Background: an optimization exercise with open tools, aiming at small area and a short achievable clock period. Do not read the settings as production practice.
Where RTL was checked, it was by simulation tests only, not by an equivalence proof against the original.
For run 2, only the layout was checked, not whether the RTL still works.

### design/flow/config.mk
export PLATFORM = sky130hd
export DESIGN_NAME = montgomery_top
export DESIGN_NICKNAME = montgomery_top
export VERILOG_FILES = /design/flow/design.v
export SDC_FILE = /design/flow/constraint.sdc
export NUM_CORES = 4
export LEC_CHECK = 0
export ABC_CLOCK_PERIOD_IN_PS = 3500
export CAP_MARGIN = 20
export CORE_MARGIN = 2
export CORE_UTILIZATION = 65
export CTS_BUF_LIST = sky130_fd_sc_hd__clkbuf_8
export CTS_CLUSTER_SIZE = 40
export SETUP_SLACK_MARGIN = 4.6
export SLEW_MARGIN = 20
export SYNTH_HIERARCHICAL = 1
### design/flow/constraint.sdc
create_clock -name core_clock -period 8.0 [get_ports {clk}]
set_input_delay 1.6000 -clock core_clock [delete_from_list [all_inputs] [get_ports {clk}]]
set_output_delay 1.6000 -clock core_clock [all_outputs]
set_load 0.01 [all_outputs]
### design/flow/design.v
module mm_fa (input a, input b, input c, output s, output co);
assign s  = a ^ b ^ c;
assign co = (a & b) | (c & (a ^ b));
endmodule
module mm_ha (input a, input b, output s, output co);
assign s  = a ^ b;
assign co = a & b;
endmodule
module montgomery_multiply (
    input           clk,
    input   [11:0]  a0,
    input   [11:0]  b0,
    output  [11:0]  r
);
reg [9:0] plo1;
reg [0:0] cy1;
reg [12:0] px1;
reg [12:0] py1;
reg [23:0] p2r;
reg [12:0] qhn3;
reg [12:0] pl3;
reg [12:0] r4;
wire w1;
wire w2;
wire w3;
wire w4;
wire w5;
wire w6;
wire w7;
wire w8;
wire w9;
wire w10;
wire w11;
wire w12;
wire w13;
wire w14;
wire w15;
wire w16;
wire w17;
wire w18;
wire w19;
wire w20;
wire w21;
wire w22;
wire w23;
wire w24;
wire w25;
wire w26;
wire w27;
wire w28;
wire w29;
wire w30;
wire w31;
wire w32;
wire w33;
wire w34;
wire w35;
wire w36;
wire w37;
wire w38;
wire w39;
wire w40;
wire w41;
wire w42;
wire w43;
wire w44;
wire w45;
wire w46;
wire w47;
wire w48;
wire w49;
wire w50;
wire w51;
wire w52;
wire w53;
wire w54;
wire w55;
wire w56;
wire w57;
wire w58;
wire w59;
wire w60;
wire w61;
wire w62;
wire w63;
wire w64;
wire w65;
wire w66;
wire w67;
wire w68;
wire w69;
wire w70;
wire w71;
wire w72;
wire w73;
wire w74;
wire w75;
wire w76;
wire w77;
wire w78;
wire w79;
wire w80;
wire w81;
wire w82;
wire w83;
wire w84;
wire w85;
wire w86;
wire w87;
wire w88;
wire w89;
wire w90;
wire w91;
wire w92;
wire w93;
wire w94;
wire w95;
wire w96;
wire w97;
wire w98;
wire w99;
wire w100;
wire w101;
wire w102;
wire w103;
wire w104;
wire w105;
wire w106;
wire w107;
wire w108;
wire w109;
wire w110;
wire w111;
wire w112;
wire w113;
wire w114;
wire w115;
wire w116;
wire w117;
wire w118;
wire w119;
wire w120;
wire w121;
wire w122;
wire w123;
wire w124;
wire w125;
wire w126;
wire w127;
wire w128;
wire w129;
wire w130;
wire w131;
wire w132;
wire w133;
wire w134;
wire w135;
wire w136;
wire w137;
wire w138;
wire w139;
wire w140;
wire w141;
wire w142;
wire w143;
wire w144;
wire w145;
wire w146;
wire w147;
wire w148;
wire w149;
wire w150;
wire w151;
wire w152;
wire w153;
wire w154;
wire w155;
wire w156;
wire w157;
wire w158;
wire w159;
wire w160;
wire w161;
wire w162;
wire w163;
wire w164;
wire w165;
wire w166;
wire w167;
wire w168;
wire w169;
wire w170;
wire w171;
wire w172;
wire w173;
wire w174;
wire w175;
wire w176;
wire w177;
wire w178;
wire w179;
wire w180;
wire w181;
wire w182;
wire w183;
wire w184;
wire w185;
wire w186;
wire w187;
wire w188;
wire w189;
wire w190;
wire w191;
wire w192;
wire w193;
wire w194;
wire w195;
wire w196;
wire w197;
wire w198;
wire w199;
wire w200;
wire w201;
wire w202;
wire w203;
wire w204;
wire w205;
wire w206;
wire w207;
wire w208;
wire w209;
wire w210;
wire w211;
wire w212;
wire w213;
wire w214;
wire w215;
wire w216;
wire w217;
wire w218;
wire w219;
wire w220;
wire w221;
wire w222;
wire w223;
wire w224;
wire w225;
wire w226;
wire w227;
wire w228;
wire w229;
wire w230;
wire w231;
wire w232;
wire w233;
wire w234;
wire w235;
wire w236;
wire w237;
wire w238;
wire w239;
wire w240;
wire w241;
wire w242;
wire w243;
wire w244;
wire w245;
wire w246;
wire w247;
wire w248;
wire w249;
wire w250;
wire w251;
wire w252;
wire w253;
wire w254;
wire w255;
wire w256;
wire w257;
wire w258;
wire w259;
wire w260;
wire w261;
wire w262;
wire w263;
wire w264;
wire w265;
wire w266;
wire w267;
wire w268;
wire w269;
wire w270;
wire w271;
wire w272;
wire w273;
wire w274;
wire w275;
wire w276;
wire w277;
wire w278;
wire w279;
wire w280;
wire w281;
wire w282;
wire w283;
wire w284;
wire w285;
wire w286;
wire w287;
wire w288;
wire w289;
wire w290;
wire w291;
wire w292;
wire w293;
wire w294;
wire w295;
wire w296;
wire w297;
wire w298;
wire w299;
wire w300;
wire w301;
wire w302;
wire w303;
wire w304;
wire w305;
wire w306;
wire w307;
wire w308;
wire w309;
wire w310;
wire w311;
wire w312;
wire w313;
wire w314;
wire w315;
wire w316;
wire w317;
wire w318;
wire w319;
wire w320;
wire w321;
wire w322;
wire w323;
wire w324;
wire w325;
wire w326;
wire w327;
wire w328;
wire w329;
wire w330;
wire w331;
wire w332;
wire w333;
wire w334;
wire w335;
wire w336;
wire w337;
wire w338;
wire w339;
wire w340;
wire w341;
wire w342;
wire w343;
wire w344;
wire w345;
wire w346;
wire w347;
wire w348;
wire w349;
wire w350;
wire w351;
wire w352;
wire w353;
wire w354;
wire w355;
wire w356;
wire w357;
wire w358;
wire w359;
wire w360;
wire w361;
wire w362;
wire w363;
wire w364;
wire w365;
wire w366;
wire w367;
wire w368;
wire w369;
wire w370;
wire w371;
wire w372;
wire w373;
wire w374;
wire w375;
wire w376;
wire w377;
wire w378;
wire w379;
wire w380;
wire w381;
wire w382;
wire w383;
wire w384;
wire w385;
wire w386;
wire w387;
wire w388;
wire w389;
wire w390;
wire w391;
wire w392;
wire w393;
wire w394;
wire w395;
wire w396;
wire w397;
wire w398;
wire w399;
wire w400;
wire w401;
wire w402;
wire w403;
wire w404;
wire w405;
wire w406;
wire w407;
wire w408;
wire w409;
wire w410;
wire w411;
wire w412;
wire w413;
wire w414;
wire w415;
wire w416;
wire w417;
wire w418;
wire w419;
wire w420;
wire w421;
wire w422;
wire w423;
wire w424;
wire w425;
wire w426;
wire w427;
wire w428;
wire w429;
wire w430;
wire w431;
wire w432;
wire w433;
wire w434;
wire w435;
wire w436;
wire w437;
wire w438;
wire w439;
wire w440;
wire w441;
wire w442;
wire w443;
wire w444;
wire w445;
wire w446;
wire w447;
wire w448;
wire w449;
wire w450;
wire w451;
wire w452;
wire w453;
wire w454;
wire w455;
wire w456;
wire w457;
wire w458;
wire w459;
wire w460;
wire w461;
wire w462;
wire w463;
wire w464;
wire w465;
wire w466;
wire w467;
wire w468;
wire w469;
wire w470;
wire w471;
wire w472;
wire w473;
wire w474;
wire w475;
wire w476;
wire w477;
wire w478;
wire w479;
wire w480;
wire w481;
wire w482;
wire w483;
wire w484;
wire w485;
wire w486;
wire w487;
wire w488;
wire w489;
wire w490;
wire w491;
wire w492;
wire w493;
wire w494;
wire w495;
wire w496;
wire w497;
wire w498;
wire w499;
wire w500;
wire w501;
wire w502;
wire w503;
wire w504;
wire w505;
wire w506;
wire w507;
wire w508;
wire w509;
wire w510;
wire w511;
wire w512;
wire w513;
wire w514;
wire w515;
wire w516;
wire w517;
wire w518;
wire w519;
wire w520;
wire w521;
wire w522;
wire w523;
wire w524;
wire w525;
wire w526;
wire w527;
wire w528;
wire w529;
wire w530;
wire w531;
wire w532;
wire w533;
wire w534;
wire w535;
wire w536;
wire w537;
wire w538;
wire w539;
wire w540;
wire w541;
wire w542;
wire w543;
wire w544;
wire w545;
wire w546;
wire w547;
wire w548;
wire w549;
wire w550;
wire w551;
wire w552;
wire w553;
wire w554;
wire w555;
wire w556;
wire w557;
wire w558;
wire w559;
wire w560;
wire w561;
wire w562;
wire w563;
wire w564;
wire w565;
wire w566;
wire w567;
wire w568;
wire w569;
wire w570;
wire w571;
wire w572;
wire w573;
wire w574;
wire w575;
wire w576;
wire w577;
wire w578;
wire w579;
wire w580;
wire w581;
wire w582;
wire w583;
wire w584;
wire w585;
wire w586;
wire w587;
wire w588;
wire w589;
wire w590;
wire w591;
wire w592;
wire w593;
wire w594;
wire w595;
wire w596;
wire w597;
wire w598;
wire w599;
wire w600;
wire w601;
wire w602;
wire w603;
wire w604;
wire w605;
wire w606;
wire w607;
wire w608;
wire w609;
wire w610;
wire w611;
wire w612;
wire w613;
wire w614;
wire w615;
wire w616;
wire w617;
wire w618;
wire w619;
wire w620;
wire w621;
wire w622;
wire w623;
wire w624;
wire w625;
wire w626;
wire w627;
wire w628;
wire w629;
wire w630;
wire w631;
wire w632;
wire w633;
wire w634;
wire w635;
wire w636;
wire w637;
wire w638;
wire w639;
wire w640;
wire w641;
wire w642;
wire w643;
wire w644;
wire w645;
wire w646;
wire w647;
wire w648;
wire w649;
wire w650;
wire w651;
wire w652;
wire w653;
wire w654;
wire w655;
wire w656;
wire w657;
wire w658;
wire w659;
wire w660;
wire w661;
wire w662;
wire w663;
wire w664;
wire w665;
wire w666;
wire w667;
wire w668;
wire w669;
wire w670;
wire w671;
wire w672;
wire w673;
wire w674;
wire w675;
wire w676;
wire w677;
wire w678;
wire w679;
wire w680;
wire w681;
wire w682;
wire w683;
wire w684;
wire w685;
wire w686;
wire w687;
wire w688;
wire w689;
wire w690;
wire w691;
wire w692;
wire w693;
wire w694;
wire w695;
wire w696;
wire w697;
wire w698;
wire w699;
wire w700;
wire w701;
wire w702;
wire w703;
wire w704;
wire w705;
wire w706;
wire w707;
wire w708;
wire w709;
wire w710;
wire w711;
wire w712;
wire w713;
wire w714;
wire w715;
wire w716;
wire w717;
wire w718;
wire w719;
wire w720;
wire w721;
wire w722;
wire w723;
wire w724;
wire w725;
wire w726;
wire w727;
wire w728;
wire w729;
wire w730;
wire w731;
wire w732;
wire w733;
wire w734;
wire w735;
wire w736;
wire w737;
wire w738;
wire w739;
wire w740;
wire w741;
wire w742;
wire w743;
wire w744;
wire w745;
wire w746;
wire w747;
wire w748;
wire w749;
wire w750;
wire w751;
wire w752;
wire w753;
wire w754;
wire w755;
wire w756;
wire w757;
wire w758;
wire w759;
wire w760;
wire w761;
wire w762;
wire w763;
wire w764;
wire w765;
wire w766;
wire w767;
wire w768;
wire w769;
wire w770;
wire w771;
wire w772;
wire w773;
wire w774;
wire w775;
wire w776;
wire w777;
wire w778;
wire w779;
wire w780;
wire w781;
wire w782;
wire w783;
wire w784;
wire w785;
wire w786;
wire w787;
wire w788;
wire w789;
wire w790;
wire w791;
wire w792;
wire w793;
wire w794;
wire w795;
wire w796;
assign w1 = ~(a0[0] & b0[0]);
assign w2 = ~(a0[0] & b0[1]);
assign w3 = ~(a0[0] & b0[2]);
assign w4 = ~(a0[0] & b0[3]);
assign w5 = ~(a0[0] & b0[4]);
assign w6 = ~(a0[0] & b0[5]);
assign w7 = ~(a0[0] & b0[6]);
assign w8 = ~(a0[0] & b0[7]);
assign w9 = ~(a0[0] & b0[8]);
assign w10 = ~(a0[0] & b0[9]);
assign w11 = ~(a0[0] & b0[10]);
assign w12 = ~(a0[0] & b0[11]);
assign w13 = ~(a0[1] & b0[0]);
assign w14 = ~(a0[1] & b0[1]);
assign w15 = ~(a0[1] & b0[2]);
assign w16 = ~(a0[1] & b0[3]);
assign w17 = ~(a0[1] & b0[4]);
assign w18 = ~(a0[1] & b0[5]);
assign w19 = ~(a0[1] & b0[6]);
assign w20 = ~(a0[1] & b0[7]);
assign w21 = ~(a0[1] & b0[8]);
assign w22 = ~(a0[1] & b0[9]);
assign w23 = ~(a0[1] & b0[10]);
assign w24 = ~(a0[1] & b0[11]);
assign w25 = ~(a0[2] & b0[0]);
assign w26 = ~(a0[2] & b0[1]);
assign w27 = ~(a0[2] & b0[2]);
assign w28 = ~(a0[2] & b0[3]);
assign w29 = ~(a0[2] & b0[4]);
assign w30 = ~(a0[2] & b0[5]);
assign w31 = ~(a0[2] & b0[6]);
assign w32 = ~(a0[2] & b0[7]);
assign w33 = ~(a0[2] & b0[8]);
assign w34 = ~(a0[2] & b0[9]);
assign w35 = ~(a0[2] & b0[10]);
assign w36 = ~(a0[2] & b0[11]);
assign w37 = ~(a0[3] & b0[0]);
assign w38 = ~(a0[3] & b0[1]);
assign w39 = ~(a0[3] & b0[2]);
assign w40 = ~(a0[3] & b0[3]);
assign w41 = ~(a0[3] & b0[4]);
assign w42 = ~(a0[3] & b0[5]);
assign w43 = ~(a0[3] & b0[6]);
assign w44 = ~(a0[3] & b0[7]);
assign w45 = ~(a0[3] & b0[8]);
assign w46 = ~(a0[3] & b0[9]);
assign w47 = ~(a0[3] & b0[10]);
assign w48 = ~(a0[3] & b0[11]);
assign w49 = ~(a0[4] & b0[0]);
assign w50 = ~(a0[4] & b0[1]);
assign w51 = ~(a0[4] & b0[2]);
assign w52 = ~(a0[4] & b0[3]);
assign w53 = ~(a0[4] & b0[4]);
assign w54 = ~(a0[4] & b0[5]);
assign w55 = ~(a0[4] & b0[6]);
assign w56 = ~(a0[4] & b0[7]);
assign w57 = ~(a0[4] & b0[8]);
assign w58 = ~(a0[4] & b0[9]);
assign w59 = ~(a0[4] & b0[10]);
assign w60 = ~(a0[4] & b0[11]);
assign w61 = ~(a0[5] & b0[0]);
assign w62 = ~(a0[5] & b0[1]);
assign w63 = ~(a0[5] & b0[2]);
assign w64 = ~(a0[5] & b0[3]);
assign w65 = ~(a0[5] & b0[4]);
assign w66 = ~(a0[5] & b0[5]);
assign w67 = ~(a0[5] & b0[6]);
assign w68 = ~(a0[5] & b0[7]);
assign w69 = ~(a0[5] & b0[8]);
assign w70 = ~(a0[5] & b0[9]);
assign w71 = ~(a0[5] & b0[10]);
assign w72 = ~(a0[5] & b0[11]);
assign w73 = ~(a0[6] & b0[0]);
assign w74 = ~(a0[6] & b0[1]);
assign w75 = ~(a0[6] & b0[2]);
assign w76 = ~(a0[6] & b0[3]);
assign w77 = ~(a0[6] & b0[4]);
assign w78 = ~(a0[6] & b0[5]);
assign w79 = ~(a0[6] & b0[6]);
assign w80 = ~(a0[6] & b0[7]);
assign w81 = ~(a0[6] & b0[8]);
assign w82 = ~(a0[6] & b0[9]);
assign w83 = ~(a0[6] & b0[10]);
assign w84 = ~(a0[6] & b0[11]);
assign w85 = ~(a0[7] & b0[0]);
assign w86 = ~(a0[7] & b0[1]);
assign w87 = ~(a0[7] & b0[2]);
assign w88 = ~(a0[7] & b0[3]);
assign w89 = ~(a0[7] & b0[4]);
assign w90 = ~(a0[7] & b0[5]);
assign w91 = ~(a0[7] & b0[6]);
assign w92 = ~(a0[7] & b0[7]);
assign w93 = ~(a0[7] & b0[8]);
assign w94 = ~(a0[7] & b0[9]);
assign w95 = ~(a0[7] & b0[10]);
assign w96 = ~(a0[7] & b0[11]);
assign w97 = ~(a0[8] & b0[0]);
assign w98 = ~(a0[8] & b0[1]);
assign w99 = ~(a0[8] & b0[2]);
assign w100 = ~(a0[8] & b0[3]);
assign w101 = ~(a0[8] & b0[4]);
assign w102 = ~(a0[8] & b0[5]);
assign w103 = ~(a0[8] & b0[6]);
assign w104 = ~(a0[8] & b0[7]);
assign w105 = ~(a0[8] & b0[8]);
assign w106 = ~(a0[8] & b0[9]);
assign w107 = ~(a0[8] & b0[10]);
assign w108 = ~(a0[8] & b0[11]);
assign w109 = ~(a0[9] & b0[0]);
assign w110 = ~(a0[9] & b0[1]);
assign w111 = ~(a0[9] & b0[2]);
assign w112 = ~(a0[9] & b0[3]);
assign w113 = ~(a0[9] & b0[4]);
assign w114 = ~(a0[9] & b0[5]);
assign w115 = ~(a0[9] & b0[6]);
assign w116 = ~(a0[9] & b0[7]);
assign w117 = ~(a0[9] & b0[8]);
assign w118 = ~(a0[9] & b0[9]);
assign w119 = ~(a0[9] & b0[10]);
assign w120 = ~(a0[9] & b0[11]);
assign w121 = ~(a0[10] & b0[0]);
assign w122 = ~(a0[10] & b0[1]);
assign w123 = ~(a0[10] & b0[2]);
assign w124 = ~(a0[10] & b0[3]);
assign w125 = ~(a0[10] & b0[4]);
assign w126 = ~(a0[10] & b0[5]);
assign w127 = ~(a0[10] & b0[6]);
assign w128 = ~(a0[10] & b0[7]);
assign w129 = ~(a0[10] & b0[8]);
assign w130 = ~(a0[10] & b0[9]);
assign w131 = ~(a0[10] & b0[10]);
assign w132 = ~(a0[10] & b0[11]);
assign w133 = ~(a0[11] & b0[0]);
assign w134 = ~(a0[11] & b0[1]);
assign w135 = ~(a0[11] & b0[2]);
assign w136 = ~(a0[11] & b0[3]);
assign w137 = ~(a0[11] & b0[4]);
assign w138 = ~(a0[11] & b0[5]);
assign w139 = ~(a0[11] & b0[6]);
assign w140 = ~(a0[11] & b0[7]);
assign w141 = ~(a0[11] & b0[8]);
assign w142 = ~(a0[11] & b0[9]);
assign w143 = ~(a0[11] & b0[10]);
assign w144 = ~(a0[11] & b0[11]);
mm_fa u_w145 (.a(w10), .b(w21), .c(w32), .s(w145), .co(w146));
mm_fa u_w147 (.a(w11), .b(w22), .c(w33), .s(w147), .co(w148));
mm_fa u_w149 (.a(w44), .b(w55), .c(w66), .s(w149), .co(w150));
mm_fa u_w151 (.a(w12), .b(w23), .c(w34), .s(w151), .co(w152));
mm_fa u_w153 (.a(w45), .b(w56), .c(w67), .s(w153), .co(w154));
mm_fa u_w155 (.a(w78), .b(w89), .c(w100), .s(w155), .co(w156));
mm_fa u_w157 (.a(w24), .b(w35), .c(w46), .s(w157), .co(w158));
mm_fa u_w159 (.a(w57), .b(w68), .c(w79), .s(w159), .co(w160));
mm_fa u_w161 (.a(w90), .b(w101), .c(w112), .s(w161), .co(w162));
mm_fa u_w163 (.a(w36), .b(w47), .c(w58), .s(w163), .co(w164));
mm_fa u_w165 (.a(w69), .b(w80), .c(w91), .s(w165), .co(w166));
mm_fa u_w167 (.a(w48), .b(w59), .c(w70), .s(w167), .co(w168));
mm_fa u_w169 (.a(w7), .b(w18), .c(w29), .s(w169), .co(w170));
mm_fa u_w171 (.a(w8), .b(w19), .c(w30), .s(w171), .co(w172));
mm_fa u_w173 (.a(w41), .b(w52), .c(w63), .s(w173), .co(w174));
mm_fa u_w175 (.a(w9), .b(w20), .c(w31), .s(w175), .co(w176));
mm_fa u_w177 (.a(w42), .b(w53), .c(w64), .s(w177), .co(w178));
mm_fa u_w179 (.a(w75), .b(w86), .c(w97), .s(w179), .co(w180));
mm_fa u_w181 (.a(w43), .b(w54), .c(w65), .s(w181), .co(w182));
mm_fa u_w183 (.a(w76), .b(w87), .c(w98), .s(w183), .co(w184));
mm_fa u_w185 (.a(w109), .b(w145), .c(1'b1), .s(w185), .co(w186));
mm_fa u_w187 (.a(w77), .b(w88), .c(w99), .s(w187), .co(w188));
mm_fa u_w189 (.a(w110), .b(w121), .c(w146), .s(w189), .co(w190));
mm_fa u_w191 (.a(w147), .b(w149), .c(1'b1), .s(w191), .co(w192));
mm_fa u_w193 (.a(w111), .b(w122), .c(w133), .s(w193), .co(w194));
mm_fa u_w195 (.a(w148), .b(w150), .c(w151), .s(w195), .co(w196));
mm_fa u_w197 (.a(w153), .b(w155), .c(1'b1), .s(w197), .co(w198));
mm_fa u_w199 (.a(w123), .b(w134), .c(w152), .s(w199), .co(w200));
mm_fa u_w201 (.a(w154), .b(w156), .c(w157), .s(w201), .co(w202));
mm_fa u_w203 (.a(w159), .b(w161), .c(1'b1), .s(w203), .co(w204));
mm_fa u_w205 (.a(w102), .b(w113), .c(w124), .s(w205), .co(w206));
mm_fa u_w207 (.a(w135), .b(w158), .c(w160), .s(w207), .co(w208));
mm_fa u_w209 (.a(w162), .b(w163), .c(w165), .s(w209), .co(w210));
mm_fa u_w211 (.a(w81), .b(w92), .c(w103), .s(w211), .co(w212));
mm_fa u_w213 (.a(w114), .b(w125), .c(w136), .s(w213), .co(w214));
mm_fa u_w215 (.a(w164), .b(w166), .c(w167), .s(w215), .co(w216));
mm_fa u_w217 (.a(w60), .b(w71), .c(w82), .s(w217), .co(w218));
mm_fa u_w219 (.a(w93), .b(w104), .c(w115), .s(w219), .co(w220));
mm_fa u_w221 (.a(w126), .b(w137), .c(w168), .s(w221), .co(w222));
mm_fa u_w223 (.a(w72), .b(w83), .c(w94), .s(w223), .co(w224));
mm_fa u_w225 (.a(w105), .b(w116), .c(w127), .s(w225), .co(w226));
mm_fa u_w227 (.a(w84), .b(w95), .c(w106), .s(w227), .co(w228));
mm_fa u_w229 (.a(w5), .b(w16), .c(w27), .s(w229), .co(w230));
mm_fa u_w231 (.a(w6), .b(w17), .c(w28), .s(w231), .co(w232));
mm_fa u_w233 (.a(w39), .b(w50), .c(w61), .s(w233), .co(w234));
mm_fa u_w235 (.a(w40), .b(w51), .c(w62), .s(w235), .co(w236));
mm_fa u_w237 (.a(w73), .b(w169), .c(1'b1), .s(w237), .co(w238));
mm_fa u_w239 (.a(w74), .b(w85), .c(w170), .s(w239), .co(w240));
mm_fa u_w241 (.a(w171), .b(w173), .c(1'b1), .s(w241), .co(w242));
mm_fa u_w243 (.a(w172), .b(w174), .c(w175), .s(w243), .co(w244));
mm_fa u_w245 (.a(w177), .b(w179), .c(1'b1), .s(w245), .co(w246));
mm_fa u_w247 (.a(w176), .b(w178), .c(w180), .s(w247), .co(w248));
mm_fa u_w249 (.a(w181), .b(w183), .c(w185), .s(w249), .co(w250));
mm_fa u_w251 (.a(w182), .b(w184), .c(w186), .s(w251), .co(w252));
mm_fa u_w253 (.a(w187), .b(w189), .c(w191), .s(w253), .co(w254));
mm_fa u_w255 (.a(w188), .b(w190), .c(w192), .s(w255), .co(w256));
mm_fa u_w257 (.a(w193), .b(w195), .c(w197), .s(w257), .co(w258));
mm_fa u_w259 (.a(w194), .b(w196), .c(w198), .s(w259), .co(w260));
mm_fa u_w261 (.a(w199), .b(w201), .c(w203), .s(w261), .co(w262));
mm_fa u_w263 (.a(w200), .b(w202), .c(w204), .s(w263), .co(w264));
mm_fa u_w265 (.a(w205), .b(w207), .c(w209), .s(w265), .co(w266));
mm_fa u_w267 (.a(w206), .b(w208), .c(w210), .s(w267), .co(w268));
mm_fa u_w269 (.a(w211), .b(w213), .c(w215), .s(w269), .co(w270));
mm_fa u_w271 (.a(w212), .b(w214), .c(w216), .s(w271), .co(w272));
mm_fa u_w273 (.a(w217), .b(w219), .c(w221), .s(w273), .co(w274));
mm_fa u_w275 (.a(w138), .b(w218), .c(w220), .s(w275), .co(w276));
mm_fa u_w277 (.a(w222), .b(w223), .c(w225), .s(w277), .co(w278));
mm_fa u_w279 (.a(w117), .b(w128), .c(w139), .s(w279), .co(w280));
mm_fa u_w281 (.a(w224), .b(w226), .c(w227), .s(w281), .co(w282));
mm_fa u_w283 (.a(w96), .b(w107), .c(w118), .s(w283), .co(w284));
mm_fa u_w285 (.a(w129), .b(w140), .c(w228), .s(w285), .co(w286));
mm_fa u_w287 (.a(w108), .b(w119), .c(w130), .s(w287), .co(w288));
mm_fa u_w289 (.a(w4), .b(w15), .c(w26), .s(w289), .co(w290));
mm_fa u_w291 (.a(w38), .b(w49), .c(w229), .s(w291), .co(w292));
mm_fa u_w293 (.a(w230), .b(w231), .c(w233), .s(w293), .co(w294));
mm_fa u_w295 (.a(w232), .b(w234), .c(w235), .s(w295), .co(w296));
mm_fa u_w297 (.a(w236), .b(w238), .c(w239), .s(w297), .co(w298));
mm_fa u_w299 (.a(w240), .b(w242), .c(w243), .s(w299), .co(w300));
mm_fa u_w301 (.a(w244), .b(w246), .c(w247), .s(w301), .co(w302));
mm_fa u_w303 (.a(w248), .b(w250), .c(w251), .s(w303), .co(w304));
mm_fa u_w305 (.a(w252), .b(w254), .c(w255), .s(w305), .co(w306));
mm_fa u_w307 (.a(w256), .b(w258), .c(w259), .s(w307), .co(w308));
mm_fa u_w309 (.a(w260), .b(w262), .c(w263), .s(w309), .co(w310));
mm_fa u_w311 (.a(w264), .b(w266), .c(w267), .s(w311), .co(w312));
mm_fa u_w313 (.a(w268), .b(w270), .c(w271), .s(w313), .co(w314));
mm_fa u_w315 (.a(w272), .b(w274), .c(w275), .s(w315), .co(w316));
mm_fa u_w317 (.a(w276), .b(w278), .c(w279), .s(w317), .co(w318));
mm_fa u_w319 (.a(w280), .b(w282), .c(w283), .s(w319), .co(w320));
mm_fa u_w321 (.a(w141), .b(w284), .c(w286), .s(w321), .co(w322));
mm_fa u_w323 (.a(w120), .b(w131), .c(w142), .s(w323), .co(w324));
mm_fa u_w325 (.a(w3), .b(w14), .c(w25), .s(w325), .co(w326));
mm_fa u_w327 (.a(w37), .b(w289), .c(1'b1), .s(w327), .co(w328));
mm_fa u_w329 (.a(w290), .b(w291), .c(1'b1), .s(w329), .co(w330));
mm_fa u_w331 (.a(w292), .b(w293), .c(1'b1), .s(w331), .co(w332));
mm_fa u_w333 (.a(w237), .b(w294), .c(w295), .s(w333), .co(w334));
mm_fa u_w335 (.a(w241), .b(w296), .c(w297), .s(w335), .co(w336));
mm_fa u_w337 (.a(w245), .b(w298), .c(w299), .s(w337), .co(w338));
mm_fa u_w339 (.a(w249), .b(w300), .c(w301), .s(w339), .co(w340));
mm_fa u_w341 (.a(w253), .b(w302), .c(w303), .s(w341), .co(w342));
mm_fa u_w343 (.a(w257), .b(w304), .c(w305), .s(w343), .co(w344));
mm_fa u_w345 (.a(w261), .b(w306), .c(w307), .s(w345), .co(w346));
mm_fa u_w347 (.a(w265), .b(w308), .c(w309), .s(w347), .co(w348));
mm_fa u_w349 (.a(w269), .b(w310), .c(w311), .s(w349), .co(w350));
mm_fa u_w351 (.a(w273), .b(w312), .c(w313), .s(w351), .co(w352));
mm_fa u_w353 (.a(w277), .b(w314), .c(w315), .s(w353), .co(w354));
mm_fa u_w355 (.a(w281), .b(w316), .c(w317), .s(w355), .co(w356));
mm_fa u_w357 (.a(w285), .b(w318), .c(w319), .s(w357), .co(w358));
mm_fa u_w359 (.a(w287), .b(w320), .c(w321), .s(w359), .co(w360));
mm_fa u_w361 (.a(w288), .b(w322), .c(w323), .s(w361), .co(w362));
mm_fa u_w363 (.a(w132), .b(w143), .c(w324), .s(w363), .co(w364));
assign w365 = w1 & 1'b1;
assign w366 = w1 ^ 1'b1;
assign w367 = w2 & w13;
assign w368 = w2 ^ w13;
assign w369 = w325 & 1'b1;
assign w370 = w325 ^ 1'b1;
assign w371 = w326 & w327;
assign w372 = w326 ^ w327;
assign w373 = w328 & w329;
assign w374 = w328 ^ w329;
assign w375 = w330 & w331;
assign w376 = w330 ^ w331;
assign w377 = w332 & w333;
assign w378 = w332 ^ w333;
assign w379 = w334 & w335;
assign w380 = w334 ^ w335;
assign w381 = w336 & w337;
assign w382 = w336 ^ w337;
assign w383 = w338 & w339;
assign w384 = w338 ^ w339;
assign w385 = w365 | (w366 & 1'b1);
assign w386 = w367 | (w368 & w385);
assign w387 = w368 & w366;
assign w388 = w371 | (w372 & w369);
assign w389 = w372 & w370;
assign w390 = w375 | (w376 & w373);
assign w391 = w376 & w374;
assign w392 = w379 | (w380 & w377);
assign w393 = w380 & w378;
assign w394 = w383 | (w384 & w381);
assign w395 = w384 & w382;
assign w396 = w369 | (w370 & w386);
assign w397 = w370 & w387;
assign w398 = w388 | (w389 & w386);
assign w399 = w389 & w387;
assign w400 = w377 | (w378 & w390);
assign w401 = w378 & w391;
assign w402 = w392 | (w393 & w390);
assign w403 = w393 & w391;
assign w404 = 1'b0 & w395;
assign w405 = w373 | (w374 & w398);
assign w406 = w374 & w399;
assign w407 = w390 | (w391 & w398);
assign w408 = w391 & w399;
assign w409 = w400 | (w401 & w398);
assign w410 = w401 & w399;
assign w411 = w402 | (w403 & w398);
assign w412 = w403 & w399;
assign w413 = w381 | (w382 & w411);
assign w414 = w382 & w412;
assign w415 = w394 | (w395 & w411);
assign w416 = w395 & w412;
assign w417 = w404 & w411;
assign w418 = w404 & w412;
assign w419 = w366 ^ 1'b1;
assign w420 = w368 ^ w385;
assign w421 = w370 ^ w386;
assign w422 = w372 ^ w396;
assign w423 = w374 ^ w398;
assign w424 = w376 ^ w405;
assign w425 = w378 ^ w407;
assign w426 = w380 ^ w409;
assign w427 = w382 ^ w411;
assign w428 = w384 ^ w413;
assign w429 = 1'b0 ^ w415;
assign w430 = px1[0] & py1[0];
assign w431 = px1[0] ^ py1[0];
assign w432 = px1[1] & py1[1];
assign w433 = px1[1] ^ py1[1];
assign w434 = px1[2] & py1[2];
assign w435 = px1[2] ^ py1[2];
assign w436 = px1[3] & py1[3];
assign w437 = px1[3] ^ py1[3];
assign w438 = px1[4] & py1[4];
assign w439 = px1[4] ^ py1[4];
assign w440 = w430 | (w431 & cy1[0]);
assign w441 = w432 | (w433 & w440);
assign w442 = w433 & w431;
assign w443 = w434 | (w435 & w441);
assign w444 = w435 & w442;
assign w445 = w436 | (w437 & w443);
assign w446 = w437 & w444;
assign w447 = w438 | (w439 & w445);
assign w448 = w439 & w446;
assign w449 = 1'b0 & w448;
assign w450 = w431 ^ cy1[0];
assign w451 = w433 ^ w440;
assign w452 = w435 ^ w441;
assign w453 = w437 ^ w443;
assign w454 = w439 ^ w445;
assign w455 = 1'b0 ^ w447;
assign w456 = px1[5] & py1[5];
assign w457 = px1[5] ^ py1[5];
assign w458 = px1[6] & py1[6];
assign w459 = px1[6] ^ py1[6];
assign w460 = px1[7] & py1[7];
assign w461 = px1[7] ^ py1[7];
assign w462 = px1[8] & py1[8];
assign w463 = px1[8] ^ py1[8];
assign w464 = px1[9] & py1[9];
assign w465 = px1[9] ^ py1[9];
assign w466 = px1[10] & py1[10];
assign w467 = px1[10] ^ py1[10];
assign w468 = px1[11] & py1[11];
assign w469 = px1[11] ^ py1[11];
assign w470 = px1[12] & py1[12];
assign w471 = px1[12] ^ py1[12];
assign w472 = 1'b1 & 1'b1;
assign w473 = 1'b1 ^ 1'b1;
assign w474 = w456 | (w457 & w455);
assign w475 = w458 | (w459 & w474);
assign w476 = w459 & w457;
assign w477 = w462 | (w463 & w460);
assign w478 = w463 & w461;
assign w479 = w466 | (w467 & w464);
assign w480 = w467 & w465;
assign w481 = w470 | (w471 & w468);
assign w482 = w471 & w469;
assign w483 = w460 | (w461 & w475);
assign w484 = w461 & w476;
assign w485 = w477 | (w478 & w475);
assign w486 = w478 & w476;
assign w487 = w468 | (w469 & w479);
assign w488 = w469 & w480;
assign w489 = w481 | (w482 & w479);
assign w490 = w482 & w480;
assign w491 = w464 | (w465 & w485);
assign w492 = w465 & w486;
assign w493 = w479 | (w480 & w485);
assign w494 = w480 & w486;
assign w495 = w487 | (w488 & w485);
assign w496 = w488 & w486;
assign w497 = w489 | (w490 & w485);
assign w498 = w490 & w486;
assign w499 = w472 | (w473 & w497);
assign w500 = w473 & w498;
assign w501 = w457 ^ w455;
assign w502 = w459 ^ w474;
assign w503 = w461 ^ w475;
assign w504 = w463 ^ w483;
assign w505 = w465 ^ w485;
assign w506 = w467 ^ w491;
assign w507 = w469 ^ w493;
assign w508 = w471 ^ w495;
assign w509 = w473 ^ w497;
mm_ha u_w510 (.a(p2r[12]), .b(p2r[14]), .s(w510), .co(w511));
mm_ha u_w512 (.a(p2r[13]), .b(p2r[15]), .s(w512), .co(w513));
mm_ha u_w514 (.a(p2r[14]), .b(p2r[16]), .s(w514), .co(w515));
mm_ha u_w516 (.a(p2r[15]), .b(p2r[17]), .s(w516), .co(w517));
mm_ha u_w518 (.a(p2r[10]), .b(p2r[12]), .s(w518), .co(w519));
mm_fa u_w520 (.a(p2r[13]), .b(~p2r[17]), .c(~p2r[19]), .s(w520), .co(w521));
mm_fa u_w522 (.a(~p2r[18]), .b(~p2r[20]), .c(p2r[11]), .s(w522), .co(w523));
mm_fa u_w524 (.a(~p2r[19]), .b(~p2r[21]), .c(w511), .s(w524), .co(w525));
mm_fa u_w526 (.a(~p2r[20]), .b(~p2r[22]), .c(w513), .s(w526), .co(w527));
mm_fa u_w528 (.a(~p2r[21]), .b(~p2r[23]), .c(w515), .s(w528), .co(w529));
mm_fa u_w530 (.a(p2r[18]), .b(~p2r[22]), .c(~p2r[16]), .s(w530), .co(w531));
mm_fa u_w532 (.a(p2r[19]), .b(~p2r[23]), .c(p2r[16]), .s(w532), .co(w533));
mm_ha u_w534 (.a(p2r[18]), .b(p2r[20]), .s(w534), .co(w535));
mm_ha u_w536 (.a(p2r[11]), .b(~p2r[15]), .s(w536), .co(w537));
mm_fa u_w538 (.a(~p2r[16]), .b(~p2r[18]), .c(w518), .s(w538), .co(w539));
mm_fa u_w540 (.a(~p2r[11]), .b(w519), .c(w520), .s(w540), .co(w541));
mm_fa u_w542 (.a(w510), .b(w521), .c(w522), .s(w542), .co(w543));
mm_fa u_w544 (.a(w512), .b(w523), .c(w524), .s(w544), .co(w545));
mm_fa u_w546 (.a(w514), .b(w525), .c(w526), .s(w546), .co(w547));
mm_fa u_w548 (.a(w516), .b(w527), .c(w528), .s(w548), .co(w549));
mm_fa u_w550 (.a(w517), .b(w529), .c(w530), .s(w550), .co(w551));
mm_fa u_w552 (.a(~p2r[17]), .b(w531), .c(w532), .s(w552), .co(w553));
mm_fa u_w554 (.a(p2r[17]), .b(w533), .c(w534), .s(w554), .co(w555));
mm_fa u_w556 (.a(p2r[21]), .b(~p2r[19]), .c(w535), .s(w556), .co(w557));
mm_fa u_w558 (.a(p2r[22]), .b(p2r[19]), .c(~p2r[20]), .s(w558), .co(w559));
mm_fa u_w560 (.a(p2r[23]), .b(p2r[20]), .c(~p2r[21]), .s(w560), .co(w561));
mm_ha u_w562 (.a(p2r[21]), .b(~p2r[22]), .s(w562), .co(w563));
mm_ha u_w564 (.a(p2r[22]), .b(~p2r[23]), .s(w564), .co(w565));
assign w566 = ~p2r[17] & w536;
assign w567 = ~p2r[17] ^ w536;
assign w568 = w537 & w538;
assign w569 = w537 ^ w538;
assign w570 = w539 & w540;
assign w571 = w539 ^ w540;
assign w572 = w541 & w542;
assign w573 = w541 ^ w542;
assign w574 = w543 & w544;
assign w575 = w543 ^ w544;
assign w576 = w545 & w546;
assign w577 = w545 ^ w546;
assign w578 = w547 & w548;
assign w579 = w547 ^ w548;
assign w580 = w549 & w550;
assign w581 = w549 ^ w550;
assign w582 = w551 & w552;
assign w583 = w551 ^ w552;
assign w584 = w553 & w554;
assign w585 = w553 ^ w554;
assign w586 = w555 & w556;
assign w587 = w555 ^ w556;
assign w588 = w557 & w558;
assign w589 = w557 ^ w558;
assign w590 = w559 & w560;
assign w591 = w559 ^ w560;
assign w592 = w561 & w562;
assign w593 = w561 ^ w562;
assign w594 = w563 & w564;
assign w595 = w563 ^ w564;
assign w596 = ~p2r[23] & w565;
assign w597 = ~p2r[23] ^ w565;
assign w598 = w568 | (w569 & w566);
assign w599 = w569 & w567;
assign w600 = w572 | (w573 & w570);
assign w601 = w573 & w571;
assign w602 = w576 | (w577 & w574);
assign w603 = w577 & w575;
assign w604 = w580 | (w581 & w578);
assign w605 = w581 & w579;
assign w606 = w584 | (w585 & w582);
assign w607 = w585 & w583;
assign w608 = w588 | (w589 & w586);
assign w609 = w589 & w587;
assign w610 = w592 | (w593 & w590);
assign w611 = w593 & w591;
assign w612 = w596 | (w597 & w594);
assign w613 = w597 & w595;
assign w614 = w570 | (w571 & w598);
assign w615 = w571 & w599;
assign w616 = w600 | (w601 & w598);
assign w617 = w601 & w599;
assign w618 = w578 | (w579 & w602);
assign w619 = w579 & w603;
assign w620 = w604 | (w605 & w602);
assign w621 = w605 & w603;
assign w622 = w586 | (w587 & w606);
assign w623 = w587 & w607;
assign w624 = w608 | (w609 & w606);
assign w625 = w609 & w607;
assign w626 = w594 | (w595 & w610);
assign w627 = w595 & w611;
assign w628 = w612 | (w613 & w610);
assign w629 = w613 & w611;
assign w630 = w574 | (w575 & w616);
assign w631 = w575 & w617;
assign w632 = w602 | (w603 & w616);
assign w633 = w603 & w617;
assign w634 = w618 | (w619 & w616);
assign w635 = w619 & w617;
assign w636 = w620 | (w621 & w616);
assign w637 = w621 & w617;
assign w638 = w590 | (w591 & w624);
assign w639 = w591 & w625;
assign w640 = w610 | (w611 & w624);
assign w641 = w611 & w625;
assign w642 = w626 | (w627 & w624);
assign w643 = w627 & w625;
assign w644 = w628 | (w629 & w624);
assign w645 = w629 & w625;
assign w646 = w582 | (w583 & w636);
assign w647 = w583 & w637;
assign w648 = w606 | (w607 & w636);
assign w649 = w607 & w637;
assign w650 = w622 | (w623 & w636);
assign w651 = w623 & w637;
assign w652 = w624 | (w625 & w636);
assign w653 = w625 & w637;
assign w654 = w638 | (w639 & w636);
assign w655 = w639 & w637;
assign w656 = w640 | (w641 & w636);
assign w657 = w641 & w637;
assign w658 = w642 | (w643 & w636);
assign w659 = w643 & w637;
assign w660 = w644 | (w645 & w636);
assign w661 = w645 & w637;
assign w662 = w569 ^ w566;
assign w663 = w571 ^ w598;
assign w664 = w573 ^ w614;
assign w665 = w575 ^ w616;
assign w666 = w577 ^ w630;
assign w667 = w579 ^ w632;
assign w668 = w581 ^ w634;
assign w669 = w583 ^ w636;
assign w670 = w585 ^ w646;
assign w671 = w587 ^ w648;
assign w672 = w589 ^ w650;
assign w673 = w591 ^ w652;
assign w674 = w593 ^ w654;
assign w675 = w595 ^ w656;
assign w676 = w597 ^ w658;
mm_fa u_w677 (.a(qhn3[11]), .b(qhn3[3]), .c(qhn3[1]), .s(w677), .co(w678));
mm_fa u_w679 (.a(pl3[12]), .b(qhn3[12]), .c(qhn3[4]), .s(w679), .co(w680));
mm_ha u_w681 (.a(qhn3[2]), .b(qhn3[1]), .s(w681), .co(w682));
mm_ha u_w683 (.a(pl3[9]), .b(qhn3[9]), .s(w683), .co(w684));
mm_fa u_w685 (.a(qhn3[10]), .b(qhn3[2]), .c(qhn3[0]), .s(w685), .co(w686));
mm_fa u_w687 (.a(qhn3[0]), .b(pl3[10]), .c(~pl3[11]), .s(w687), .co(w688));
mm_fa u_w689 (.a(pl3[11]), .b(w678), .c(w679), .s(w689), .co(w690));
mm_ha u_w691 (.a(pl3[1]), .b(qhn3[1]), .s(w691), .co(w692));
mm_ha u_w693 (.a(pl3[2]), .b(qhn3[2]), .s(w693), .co(w694));
mm_ha u_w695 (.a(pl3[3]), .b(qhn3[3]), .s(w695), .co(w696));
mm_ha u_w697 (.a(pl3[4]), .b(qhn3[4]), .s(w697), .co(w698));
mm_ha u_w699 (.a(pl3[5]), .b(qhn3[5]), .s(w699), .co(w700));
mm_ha u_w701 (.a(pl3[6]), .b(qhn3[6]), .s(w701), .co(w702));
mm_ha u_w703 (.a(pl3[7]), .b(qhn3[7]), .s(w703), .co(w704));
mm_fa u_w705 (.a(qhn3[8]), .b(qhn3[0]), .c(~pl3[8]), .s(w705), .co(w706));
mm_fa u_w707 (.a(qhn3[1]), .b(pl3[8]), .c(w683), .s(w707), .co(w708));
mm_fa u_w709 (.a(~pl3[10]), .b(w684), .c(w685), .s(w709), .co(w710));
mm_fa u_w711 (.a(w677), .b(w686), .c(w687), .s(w711), .co(w712));
mm_fa u_w713 (.a(w681), .b(w688), .c(w689), .s(w713), .co(w714));
assign w715 = qhn3[0] & ~pl3[0];
assign w716 = qhn3[0] ^ ~pl3[0];
assign w717 = pl3[0] & w691;
assign w718 = pl3[0] ^ w691;
assign w719 = w692 & w693;
assign w720 = w692 ^ w693;
assign w721 = w694 & w695;
assign w722 = w694 ^ w695;
assign w723 = w696 & w697;
assign w724 = w696 ^ w697;
assign w725 = w698 & w699;
assign w726 = w698 ^ w699;
assign w727 = w700 & w701;
assign w728 = w700 ^ w701;
assign w729 = w702 & w703;
assign w730 = w702 ^ w703;
assign w731 = w704 & w705;
assign w732 = w704 ^ w705;
assign w733 = w706 & w707;
assign w734 = w706 ^ w707;
assign w735 = w708 & w709;
assign w736 = w708 ^ w709;
assign w737 = w710 & w711;
assign w738 = w710 ^ w711;
assign w739 = w712 & w713;
assign w740 = w712 ^ w713;
assign w741 = w717 | (w718 & w715);
assign w742 = w718 & w716;
assign w743 = w721 | (w722 & w719);
assign w744 = w722 & w720;
assign w745 = w725 | (w726 & w723);
assign w746 = w726 & w724;
assign w747 = w729 | (w730 & w727);
assign w748 = w730 & w728;
assign w749 = w733 | (w734 & w731);
assign w750 = w734 & w732;
assign w751 = w737 | (w738 & w735);
assign w752 = w738 & w736;
assign w753 = w719 | (w720 & w741);
assign w754 = w720 & w742;
assign w755 = w743 | (w744 & w741);
assign w756 = w744 & w742;
assign w757 = w727 | (w728 & w745);
assign w758 = w728 & w746;
assign w759 = w747 | (w748 & w745);
assign w760 = w748 & w746;
assign w761 = w735 | (w736 & w749);
assign w762 = w736 & w750;
assign w763 = w751 | (w752 & w749);
assign w764 = w752 & w750;
assign w765 = w723 | (w724 & w755);
assign w766 = w724 & w756;
assign w767 = w745 | (w746 & w755);
assign w768 = w746 & w756;
assign w769 = w757 | (w758 & w755);
assign w770 = w758 & w756;
assign w771 = w759 | (w760 & w755);
assign w772 = w760 & w756;
assign w773 = w739 | (w740 & w763);
assign w774 = w740 & w764;
assign w775 = w731 | (w732 & w771);
assign w776 = w732 & w772;
assign w777 = w749 | (w750 & w771);
assign w778 = w750 & w772;
assign w779 = w761 | (w762 & w771);
assign w780 = w762 & w772;
assign w781 = w763 | (w764 & w771);
assign w782 = w764 & w772;
assign w783 = w773 | (w774 & w771);
assign w784 = w774 & w772;
assign w785 = w718 ^ w715;
assign w786 = w720 ^ w741;
assign w787 = w722 ^ w753;
assign w788 = w724 ^ w755;
assign w789 = w726 ^ w765;
assign w790 = w728 ^ w767;
assign w791 = w730 ^ w769;
assign w792 = w732 ^ w771;
assign w793 = w734 ^ w775;
assign w794 = w736 ^ w777;
assign w795 = w738 ^ w779;
assign w796 = w740 ^ w781;
always @(posedge clk) begin
    plo1[0] <= ~w419;
    plo1[1] <= ~w420;
    plo1[2] <= ~w421;
    plo1[3] <= ~w422;
    plo1[4] <= ~w423;
    plo1[5] <= ~w424;
    plo1[6] <= ~w425;
    plo1[7] <= ~w426;
    plo1[8] <= ~w427;
    plo1[9] <= ~w428;
    cy1[0] <= w429;
    px1[0] <= w340;
    px1[1] <= w342;
    px1[2] <= w344;
    px1[3] <= w346;
    px1[4] <= w348;
    px1[5] <= w350;
    px1[6] <= w352;
    px1[7] <= w354;
    px1[8] <= w356;
    px1[9] <= w358;
    px1[10] <= w360;
    px1[11] <= w362;
    px1[12] <= w144;
    py1[0] <= w341;
    py1[1] <= w343;
    py1[2] <= w345;
    py1[3] <= w347;
    py1[4] <= w349;
    py1[5] <= w351;
    py1[6] <= w353;
    py1[7] <= w355;
    py1[8] <= w357;
    py1[9] <= w359;
    py1[10] <= w361;
    py1[11] <= w363;
    py1[12] <= w364;
    p2r[0] <= plo1[0];
    p2r[1] <= plo1[1];
    p2r[2] <= plo1[2];
    p2r[3] <= plo1[3];
    p2r[4] <= plo1[4];
    p2r[5] <= plo1[5];
    p2r[6] <= plo1[6];
    p2r[7] <= plo1[7];
    p2r[8] <= plo1[8];
    p2r[9] <= plo1[9];
    p2r[10] <= ~w450;
    p2r[11] <= ~w451;
    p2r[12] <= ~w452;
    p2r[13] <= ~w453;
    p2r[14] <= ~w454;
    p2r[15] <= ~w501;
    p2r[16] <= ~w502;
    p2r[17] <= ~w503;
    p2r[18] <= ~w504;
    p2r[19] <= ~w505;
    p2r[20] <= ~w506;
    p2r[21] <= ~w507;
    p2r[22] <= ~w508;
    p2r[23] <= ~w509;
    qhn3[0] <= ~w664;
    qhn3[1] <= ~w665;
    qhn3[2] <= ~w666;
    qhn3[3] <= ~w667;
    qhn3[4] <= ~w668;
    qhn3[5] <= ~w669;
    qhn3[6] <= ~w670;
    qhn3[7] <= ~w671;
    qhn3[8] <= ~w672;
    qhn3[9] <= ~w673;
    qhn3[10] <= ~w674;
    qhn3[11] <= ~w675;
    qhn3[12] <= ~w676;
    pl3[0] <= p2r[0];
    pl3[1] <= p2r[1];
    pl3[2] <= p2r[2];
    pl3[3] <= p2r[3];
    pl3[4] <= p2r[4];
    pl3[5] <= p2r[5];
    pl3[6] <= p2r[6];
    pl3[7] <= p2r[7];
    pl3[8] <= p2r[8];
    pl3[9] <= p2r[9];
    pl3[10] <= p2r[10];
    pl3[11] <= p2r[11];
    pl3[12] <= p2r[12];
    r4[0] <= w716;
    r4[1] <= w785;
    r4[2] <= w786;
    r4[3] <= w787;
    r4[4] <= w788;
    r4[5] <= w789;
    r4[6] <= w790;
    r4[7] <= w791;
    r4[8] <= w792;
    r4[9] <= w793;
    r4[10] <= w794;
    r4[11] <= w795;
    r4[12] <= w796;
end
assign r = r4[11:0] + ({12{r4[12]}} & 12'd3329);
endmodule
module montgomery_top (
    input           clk     ,
    input           rst_n   ,
    input           en      ,
    input   [11:0]  a       ,
    input   [11:0]  b       ,
    output          busy    ,
    output          done    ,
    output  [11:0]  r
);
reg [4:0] vld;
always @(posedge clk) begin
    if (!rst_n) vld <= 5'd0;
    else        vld <= {vld[3:0], en};
end
assign done = vld[4];
assign busy = en | done;
reg [11:0] a0, b0;
always @(posedge clk) begin
    a0 <= a;
    b0 <= b;
end
montgomery_multiply u_mm (.clk(clk), .a0(a0), .b0(b0), .r(r));
endmodule
### design/flow/flow/run.sh
#!/bin/bash
# Standard layout, with the port buffers made from the smallest plain buffer, no
# dummy loads in the clock tree, and busy's OR rebuilt as nor2 + inv (busy.tcl).
set -euo pipefail
here=$(pwd)
bash standard.sh "BUFFER_PORTS_ARGS=-buffer_cell sky130_fd_sc_hd__buf_1" \
  "CTS_ARGS=-sink_clustering_enable -repair_clock_nets -dont_use_dummy_load -sink_clustering_size 40 -buf_list sky130_fd_sc_hd__clkbuf_4" \
  "PRE_GLOBAL_PLACE_TCL=$here/flow/busy.tcl" \
  finish > standard_flow.log 2>&1
### design/flow/flow/busy.tcl
# Before global placement: rebuild busy = en | done as nor2 + inv, which is
# faster than an or2 on the input-to-output path. Same function.
set drv ""
foreach pin [get_pins -of_objects [get_nets busy]] {
  if {[get_property $pin direction] == "output"} { set drv $pin }
}
if {$drv != ""} {
  set inst [get_cells -of_objects $drv]
  set cell [get_property $inst ref_name]
  if {[string match "sky130_fd_sc_hd__or2_*" $cell]} {
    set name [get_property $inst name]
    set na [get_nets -of_objects [get_pins $name/A]]
    set nb [get_nets -of_objects [get_pins $name/B]]
    set ny [get_nets -of_objects [get_pins $name/X]]
    delete_instance $name
    set mid [make_net busy_nor_n]
    make_instance busy_nor sky130_fd_sc_hd__nor2_2
    make_instance busy_inv sky130_fd_sc_hd__inv_2
    connect_pin $na busy_nor/A
    connect_pin $nb busy_nor/B
    connect_pin $mid busy_nor/Y
    connect_pin $mid busy_inv/A
    connect_pin $ny busy_inv/Y
    foreach p {busy_nor/A busy_nor/B busy_nor/Y busy_inv/A busy_inv/Y} {
      if {[get_nets -quiet -of_objects [get_pins $p]] == ""} { error "busy.tcl: $p not connected" }
    }
    puts "busy.tcl: replaced $name ($cell) by nor2 + inv"
  }
}
### design/flow/standard.sh
#!/bin/bash
# synth_recipe.tcl (not shown) runs the flow's synth.tcl, then flattens the netlist and writes it again
# the make line also repeats each setting of config.mk as NAME=value (left out here)
make -C /OpenROAD-flow-scripts/flow DESIGN_CONFIG=/design/flow/config.mk WORK_HOME=/design/flow/orfs CLKGATE_MAP_FILE= SYNTH_SCRIPT=/design/flow/synth_recipe.tcl "${@:-finish}"
==> results of run 1 <==
registers in the layout, summed over array words and instances, names as in the netlist:
register   flops
u_mm.px1      13
a0            12
u_mm.plo1     10
u_mm.py1      13
u_mm.pl3      13
vld            5
u_mm.p2r      24
b0            12
u_mm.r4       13
u_mm.cy1       1
u_mm.qhn3     13
layer usage:
layer,vias up,wire (um)
met1,2542,6150
met4,0,458
met5,-,0
met2,145,7940
met3,35,804
li1,2288,-
Yosys cell counts, types with 3 or more instances:
library cell	instances
fa_1	156
nand2_1	149
dfxtp_1	129
ha_1	62
inv_1	49
clkbuf_1	24
xnor2_1	24
nor2_1	15
xor2_1	14
a21o_1	12
a21oi_1	9
and2_1	8
nand3_1	7
nor2b_1	6
nor3_1	3
o21bai_1	3
modules after synthesis (local to each module, per instance):
module	cell area, sq um	times used	cells	flops+latches
mm_fa	20.0	139	1	0
montgomery_multiply	4590	1	505	100
montgomery_top	618	1	35	29
mm_ha	12.5	18	1	0
per-stage QoR:
step | setup WS (ps) | util (%) | instances | hold WS, ps
CTS | 4410 | 72.4 | 936 | 331
global route | 4280 | 73.4 | 939 | 345
floorplan | 4490 | - | 706 | 310
detailed placement | 4160 | 68.8 | 895 | 312
finish | 4440 | 73.4 | 939 | 335
global placement | 4260 | 68.8 | 895 | 312
cell type report:
type | instances | area [sq um] | share of cell area (%)
Multi-Input combinational cell | 504 | 5580 | 61.0
Sequential cell | 129 | 2650 | 28.9
Timing Repair Buffer | 67 | 394 | 4.31
Tap cell | 172 | 215 | 2.35
Inverter | 50 | 188 | 2.05
Clock buffer | 17 | 128 | 1.39
timing repair:
item / CTS / global route
resized for setup: 53 / 31
pin swaps: 21 / 21
setup endpoints to repair: 19 / 29
setup buffers: 24 / 3
logic make-up after synthesis:
family | Yosys count
simple gates | 196
other cells | 1
xor+xnor | 38
fa+ha+maj | 218
buf+inv | 73
flops | 129
compound gates | 42
worst max path at each step:
stage,startpoint,to,slack [ps],depth (start not counted)
4_1_cts,u_mm.r4[12],r[10],4410,8
3_5_place_dp,b0[5],u_mm.plo1[8],4160,10
6_report,u_mm.r4[12],r[10],4440,8
5_1_grt,u_mm.r4[12],r[10],4280,8
2_1_floorplan,b0[4],u_mm.plo1[8],4490,11
3_3_place_gp,b0[5],u_mm.plo1[8],4260,10
==> reports/qor.txt, run 1 <==
CP delay by family, top -> flip-flops
Root Buffer -> clkbuf_4
global-route wire length before repair -> 25200 um
Clk Latency, worst-skew pair -> 540 ps
period utilisation layout -> 44.5%
HP Start -> u_mm.plo1[8]
clk slew on worst S/H paths -> 100 ps
DR WL/cell -> 16.4 um
Worst Max-Slew Pin Slew -> 552 ps
post-synthesis cell area -> 8210 sq um
Yosys top cell by area -> fa_1
Area contributors post-synth -> fa_1 (38%), dfxtp_1 (31%), ha_1 (9.4%), nand2_1 (6.8%), xnor2_1 (2.6%)
GRT Util Overall -> 25.2%
met3 usage -> 4.72%
core footprint -> 12500 sq um
XOR/XNOR Fraction of Synth Area -> 4.05%
drt initial violations -> 226
grt peak-use layer -> met2
most common cell after layout, fill and taps aside -> fa_1
ant diodes -> 0
Post-Route Setup TNS -> 0 ps
Synth cell types -> 38
HPWL after DPL -> 12000 um
Min-Delay Endpoint -> u_mm.p2r[8]
Synth Area in Compound Gates -> 3.81%
syn avg cell area -> 11.8 sq um
cell with the largest stage delay on the worst path -> dfxtp_4
Max Clock Skew -> 52.2 ps
via count -> 5010
multiplexer share of the synthesized area -> 0%
Syn Inst Count -> 697
CP Max Fanout -> 4
TritonCTS Buffers -> 17
area grow syn2layout -> 11.4%
met1 Track Usage GR -> 30.3%
Port Buffer Count -> 40
CP arrival -> 1960 ps
Rel. slew slack -> 63.2%
setup slack, reg-to-reg -> 4490 ps
DIE WIDTH -> 116 um
drt total wl -> 15400 um
routed vias/inst -> 5.34
row cnt -> 41
DRC viols -> 0
prevailing post-synth register cell -> dfxtp_1
CTS tree -> done
Buf/Inv on CP -> 1
post-synthesis sequential area ratio -> 31.4%
worst hold path type -> reg -> reg
crit end category -> output port
Worst path max stage delay -> 400 ps
Final Max Tran Viols -> 0
kind of critical path -> reg -> out
FFs w/ async S/R, synth -> 0%
RSZ-0062 raised after global routing -> true
post-synth top area share -> 38.0%
status -> complete, no violations
CP Launch Type -> flop
Setup violations, final -> 0
worst-path cell chain -> ha_4 -> ha_4 -> nand2_2 -> or2_4 -> nor2_1 -> o21ai_1 -> xnor2_1 -> buf_2
Final Cell Area -> 9150 sq um
combinational family with the most area after synthesis -> adder cells
total gr overflow -> 0
highest clock rate -> 281 MHz
most frequent cells in the layout -> fa_1 (145), nand2_1 (143), dfxtp_1 (98), ha_1 (56), inv_1 (45)
reg2reg path depth -> 15
drt first pass iters -> 6
IO Pins -> 41
Final Hold Fails -> 0
WHS Path Cells -> 0
Synth Area in Simple Gates -> 9.84%
R2R Path Start -> u_mm.py1[0]
# H-tree levels -> 4
pin count of the biggest net entering global routing -> 17
GPL Wtd Cong -> 0.862
post-cts hold buffer count -> 0
placed cell area -> 8580 sq um
final net count -> 1014
die height -> 116 um
CTS Sinks -> 129
clock buffer depth -> 2
Initial Utilization -> 65.9%
full die area -> 13600 sq um
Worst EP required -> 6400 ps
Post-synth EDFFs -> 0
Fillers -> 883
Maximum Capacitance Violations -> 0
antenna violations before repair -> 0
layout cells sized above 1 -> 17.2%
FF-to-FF End -> u_mm.p2r[21]
YS warnings -> 8
number of global-route vias before repair -> 5491
met2 Track Usage GR -> 44.1%
Synth Register Bits -> 129
Post-DRT Antenna Nets -> 0
CP most frequent cell -> ha_4
Tmin final -> 3560 ps
post-synthesis adder-cell area fraction -> 47.5%
==> inputs of run 2 (changes only) <==
--- a/design/flow/design.v
+++ b/design/flow/design.v
@@ -1569,17 +1569,12 @@
     output          done    ,
     output  [11:0]  r
 );
-reg [4:0] vld;
+reg [3:0] vld;
 always @(posedge clk) begin
-    if (!rst_n) vld <= 5'd0;
-    else        vld <= {vld[3:0], en};
+    if (!rst_n) vld <= 4'd0;
+    else        vld <= {vld[2:0], en};
 end
-assign done = vld[4];
+assign done = vld[3];
 assign busy = en | done;
-reg [11:0] a0, b0;
-always @(posedge clk) begin
-    a0 <= a;
-    b0 <= b;
-end
-montgomery_multiply u_mm (.clk(clk), .a0(a0), .b0(b0), .r(r));
+montgomery_multiply u_mm (.clk(clk), .a0(a), .b0(b), .r(r));
 endmodule
==> design/flow/flow/run.sh (replaced) <==
#!/bin/bash
# Standard layout, with the port buffers made from the smallest plain buffer, no
# dummy loads in the clock tree, and busy's OR rebuilt as nor2 + inv (busy.tcl).
set -euo pipefail
here=$(pwd)
bash standard.sh "BUFFER_PORTS_ARGS=-buffer_cell sky130_fd_sc_hd__buf_1" \
  "CTS_ARGS=-sink_clustering_enable -repair_clock_nets -dont_use_dummy_load -sink_clustering_size 40 -buf_list sky130_fd_sc_hd__clkbuf_8" \
  "PRE_GLOBAL_PLACE_TCL=$here/flow/busy.tcl" \
  finish > standard_flow.log 2>&1
==> run 2 against run 1 <==
  * Die area fell by 6.0%
  * Worst hold slack got worse by 12 ps
  * Utilization rose by 6.8 points
  * Sequential share of layout area fell by 6.2 points
  * Clock skew fell by 25 ps
  * Critical path type is now in -> reg
==> reports/qor.txt, run 2 <==
status -> complete, no violations
GRT Util Overall -> 26.2%
YS warnings -> 8
Post-synth EDFFs -> 0
WHS Path Cells -> 0
clk slew on worst S/H paths -> 90 ps
period utilisation layout -> 56.0%
Port Buffer Count -> 40
most frequent cells in the layout -> nand2_1 (117), dfxtp_1 (96), fa_1 (80), fa_2 (76), ha_1 (53)
GPL Wtd Cong -> 0.877
CP arrival -> 4780 ps
Clk Latency, worst-skew pair -> 360 ps
antenna violations before repair -> 0
Setup violations, final -> 0
Worst path max stage delay -> 530 ps
global-route wire length before repair -> 25600 um
row cnt -> 39
number of global-route vias before repair -> 5392
CTS tree -> done
full die area -> 12700 sq um
syn avg cell area -> 11.5 sq um
via count -> 4916
Synth Register Bits -> 104
non-filler cells in the finished layout -> 879
final net count -> 983
clock buffer depth -> 2
drt total wl -> 15500 um
Maximum Capacitance Violations -> 0
FFs w/ async S/R, synth -> 0%
cell with the largest stage delay on the worst path -> fa_1
core footprint -> 11500 sq um
RSZ-0062 raised after global routing -> true
# H-tree levels -> 3
Tmin final -> 4480 ps
Syn Inst Count -> 671
drt initial violations -> 243
ant diodes -> 0
CP most frequent cell -> fa_2
post-cts hold buffer count -> 0
CP Max Fanout -> 4
DRC viols -> 0
highest clock rate -> 223 MHz
kind of critical path -> in -> reg
Max Clock Skew -> 27.4 ps
pin count of the biggest net entering global routing -> 20
Yosys top cell by area -> fa_1
Area contributors post-synth -> fa_1 (41%), dfxtp_1 (27%), ha_1 (10%), nand2_1 (7.3%), xnor2_1 (2.7%)
Biggest register -> u_mm.p2r
setup slack, reg-to-reg -> 4410 ps
Post-Route Setup TNS -> 0 ps
placed insts -> 840
reg2reg path depth -> 15
layout cells sized above 1 -> 29.8%
CP Launch Type -> primary input
CTS Sinks -> 104
IO Pins -> 41
drt first pass iters -> 16
max reg flops -> 24
count leader, synth -> fa_1
post-synth top area share -> 40.5%
TritonCTS Buffers -> 9
HPWL after DPL -> 11900 um
post-synthesis cell area -> 7710 sq um
synth cell count leaders -> fa_1 (156), nand2_1 (149), dfxtp_1 (104)
DR WL/cell -> 17.6 um
die height -> 113 um
area grow syn2layout -> 19.9%
prevailing post-synth register cell -> dfxtp_1
worst hold path type -> reg -> reg
Final Hold Fails -> 0
DIE WIDTH -> 113 um
Post-DRT Antenna Nets -> 0
post-synthesis sequential area ratio -> 27.0%
Final Max Tran Viols -> 0
Root Buffer -> clkbuf_8
total gr overflow -> 0
Synth cell types -> 38
crit end category -> flop
routed vias/inst -> 5.59
Worst EP required -> 8300 ps
most common cell after layout, fill and taps aside -> nand2_1
worst-path cell chain -> buf_12 -> nand2_4 -> fa_2 -> fa_2 -> fa_1 -> fa_1 -> ha_4 -> nand2_2 -> o211ai_1 -> fa_2 -> inv_1
Initial Utilization -> 66.9%
run 2: changes by cell type after synthesis:
cell and delta:
dfxtp_1 -25, and2_1 -1
run 2: stage by stage:
step                      util, %  worst slack, ps  instance area (sq um)  hold slack (ps)
after global routing         80.2             3450                   9240              332
after CTS                    77.4             3600                   8910              323
after floorplan                 -             3240                   8410              310
after detailed placement     71.9             2540                   8290              312
after global placement       71.9             2680                   8290              311
final                        80.2             3520                   9240              323
run 2: final cells by class:
cell class / count / area, sq um
repair buffers: 70 / 741
clock buffers: 9 / 124
flip-flops and latches: 104 / 2100
inverters: 50 / 188
fillers: 701 / 2280
multi-input cells: 503 / 5910
well taps: 143 / 179
run 2: worst paths after layout:
| kind | start | to |
|---|---|---|
| min reg2reg | u_mm.plo1[5] | u_mm.p2r[5] |
| min | u_mm.plo1[5] | u_mm.p2r[5] |
| max | a[1] | u_mm.plo1[8] |
| max reg2reg | u_mm.cy1 | u_mm.p2r[23] |
run 2: Yosys stat by module (local to each module, per instance):
| module | cells inside | flops+latches | cell area, sq um | copies in the design |
|---|---|---|---|---|
| montgomery_multiply | 505 | 100 | 4590 | 1 |
| montgomery_top | 9 | 4 | 111 | 1 |
| mm_fa | 1 | 0 | 20.0 | 139 |
| mm_ha | 1 | 0 | 12.5 | 18 |
run 2: timing repair:
item                                    CTS  global route
buffers inserted                         12            18
cloned                                    0             0
endpoints found under the setup margin   44            38
gates resized for setup                 138            51
pin swaps                                37            44
run 2: kinds of logic after synthesis:
| family | synth area share [%] |
|---|---|
| adder cells (fa/ha/maj) | 50.6 |
| AND/OR/NAND/NOR | 10.4 |
| flip-flops | 27.0 |
| buffers and inverters | 3.56 |
| AO/OA/AOI/OAI | 4.06 |
| XOR/XNOR | 4.32 |
| other | 0.0487 |
run 2: critical path, delay by kind of cell:
family	cells	cell delay, ps
simple gates	2	110
buf+inv	2	160
fa+ha+maj	6	2610
compound gates	1	290
run 2: metal layers:
| metal | vias up | wire, um | global-route usage (%) | share of wire, % |
|---|---|---|---|---|
| li1 | 2198 | - | - | - |
| met1 | 2492 | 6230 | 33.2 | 40 |
| met2 | 199 | 8120 | 46.5 | 52 |
| met3 | 27 | 802 | 3.43 | 5.2 |
| met4 | 0 | 335 | 9.43 | 2.2 |
| met5 | - | 0 | 0 | 0 |

[afterwards: timing with drivers on the ports]
No port has a modelled driver above. Below, the same layouts with a new extraction and two added sets of constraints. Step 1 sets driving cells, clkbuf_16 on the clock port and buf_2 on the other inputs (assumed; they add their load-dependent delay and slew). Step 2 adds t to the input delays and takes it off the output delays; t is the mean of the earliest and latest rising clock arrival at the registers after step 1. Input paths then give back, and output paths get back, about the clock's delay inside the block. a / b / c = ideal / step 1 / step 2; a / b = the first two.
| run | shift t [ns] | setup WS [ns] | worst setup path after step 2 | clock arrival spread, ns |
|---|---|---|---|---|
| run 1 | 0.550 | 4.439 / 4.404 / 4.441 | input to output | 0.052 / 0.052 |
| run 2 | 0.379 | 3.523 / 3.501 / 3.122 | input to register | 0.028 / 0.028 |
After both steps every run listed still meets setup and hold. The setup slack of run 2, which loses most, moves by -0.022 ns with the drivers and by -0.401 ns with both steps.
